This is an optimization exercise on Yosys and OpenROAD, whose aim is small area and a short achievable clock period, not a production implementation. RTL that was checked went through simulation tests only; none was proved equivalent to the original.

Design top_module_d11, start of the top module:
module top_module_d11(
    i_clk,
    i_reset,
    i_start,
    i_load,
    i_enc_dec,
    i_pt1,
    i_pt2,
    i_key1,
    i_key2,
    i_r,
    o_ct1,
    o_ct2,
    o_done
);
export LEC_CHECK = 0
export CAP_MARGIN = 20
export CORE_MARGIN = 2
export CORE_UTILIZATION = 65
export CTS_CLUSTER_DIAMETER = 80
export CTS_CLUSTER_SIZE = 32
export SLEW_MARGIN = 20
create_clock -name core_clock -period 10.0 [get_ports {i_clk}]
standard.sh (not shown) runs the stock make flow with config.mk's settings and CLKGATE_MAP_FILE= SYNTH_SCRIPT=/design/flow/synth_recipe.tcl, a recipe that flattens the netlist after the stock synthesis.
==> flow/flow/run.sh <==
#!/bin/bash
set -euo pipefail
export BUFFER_PORTS_ARGS="-buffer_cell sky130_fd_sc_hd__buf_1"
bash standard.sh SETUP_SLACK_MARGIN=5.5 finish > standard_flow.log 2>&1
The baseline produced a clean layout.
Next try:
--- a/flow/design.v
+++ b/flow/design.v
@@ -1222,18 +1222,18 @@
     end
 end
 always @(posedge i_clk)
 begin
     if (load_now)
         enc_dec_reg <= i_enc_dec;
 end
 assign o_done = done_reg;
-reg  [4:0] rsel, rsel_b;
-reg        rflip, rflip_b;
+reg  [4:0] rsel;
+reg        rflip;
 reg  [4:0] rsel_next;
 always @(*) begin
     case (cnt[4:1])
         4'd0:  rsel_next = 5'b00001;    
         4'd1:  rsel_next = 5'b00010;    
         4'd2:  rsel_next = 5'b00100;
         4'd3:  rsel_next = 5'b01000;
         4'd4:  rsel_next = 5'b10000;    
@@ -1241,33 +1241,27 @@
         4'd7:  rsel_next = 5'b01000;
         4'd8:  rsel_next = 5'b00100;
         4'd9:  rsel_next = 5'b00010;
         default: rsel_next = 5'b00001;  
     endcase
 end
 always @(posedge i_clk)
 begin
-    rsel    <= rsel_next;
-    rflip   <= (cnt >= 5'd11) ^ enc_dec_reg;
-    rsel_b  <= cnt[0] ? rsel_next : 5'b0;
-    rflip_b <= cnt[0] & ((cnt >= 5'd11) ^ enc_dec_reg);
+    rsel  <= rsel_next;
+    rflip <= (cnt >= 5'd11) ^ enc_dec_reg;
 end
 localparam [63:0] RC1 = 64'h13198a2e03707344;
 localparam [63:0] RC2 = 64'ha4093822299f31d0;
 localparam [63:0] RC3 = 64'h082efa98ec4e6c89;
 localparam [63:0] RC4 = 64'h452821e638d01377;
 localparam [63:0] RC5 = 64'hbe5466cf34e90c6c;
-wire [63:0] rc_a = (({64{rsel[0]}} & RC1) | ({64{rsel[1]}} & RC2) |
-                    ({64{rsel[2]}} & RC3) | ({64{rsel[3]}} & RC4) |
-                    ({64{rsel[4]}} & RC5)) ^ ({64{rflip}} & ALPHA);
-wire [63:0] rc_b = (({64{rsel_b[0]}} & RC1) | ({64{rsel_b[1]}} & RC2) |
-                    ({64{rsel_b[2]}} & RC3) | ({64{rsel_b[3]}} & RC4) |
-                    ({64{rsel_b[4]}} & RC5)) ^ ({64{rflip_b}} & ALPHA);
-wire [63:0] rc = {rc_b[63:32], rc_a[31:0]};
+wire [63:0] rc = (({64{rsel[0]}} & RC1) | ({64{rsel[1]}} & RC2) |
+                  ({64{rsel[2]}} & RC3) | ({64{rsel[3]}} & RC4) |
+                  ({64{rsel[4]}} & RC5)) ^ ({64{rflip}} & ALPHA);
 reg  [63:0] k1_1, k1_2;
 reg  [63:0] kw_1, kw_2;
 wire [63:0] ik0f_1, ik0f_2;
 out_key_share_flip in_ok1(.in_key(i_key1[127:64]), .out_key(ik0f_1));
 out_key_share_flip in_ok2(.in_key(i_key2[127:64]), .out_key(ik0f_2));
 wire [63:0] k0in_1  = i_enc_dec ? ik0f_1 : i_key1[127:64];
 wire [63:0] k0in_2  = i_enc_dec ? ik0f_2 : i_key2[127:64];
 wire [63:0] k0out_1 = i_enc_dec ? i_key1[127:64] : ik0f_1;
=> Worst setup slack stays flat; wire length climbs slightly; maximum frequency hardly moves; synthesized cell count is lower slightly; hold slack gains 100 ps; design area is lower slightly; count of clock-buffer cells in the layout went up by 5; via count is about the same.
Function not checked in the first run of this note: the RTL went through the layout flow alone.

## static timing again, ports no longer ideal
In the flow no input, the clock included, has a driving cell. The finished layouts below were timed again as built, in two steps. Step 1: set_driving_cell puts a clkbuf_16 on i_clk and a buf_2 on each other input, an assumption about the parent block. Step 2 moves the port delays by t, midway between the first and last clock arrival at a register: inputs arrive t later, outputs are due t later. That takes back most of the time a late clock gives input paths. Three values: ideal, step 1, step 2; two values: the first two.
| run | shift t [ns] | setup WS [ns] | pins driven straight from the clock port |
|---|---|---|---|
| the first run | 0.755 | 5.453 / 5.373 / 5.379 | 1 |
| the second run | 0.748 | 5.456 / 5.374 / 5.440 | 1 |
After both steps setup and hold are still met in every run listed. The setup slack of the first run, which loses most, moves by -0.080 ns with the drivers and by -0.074 ns with both steps.
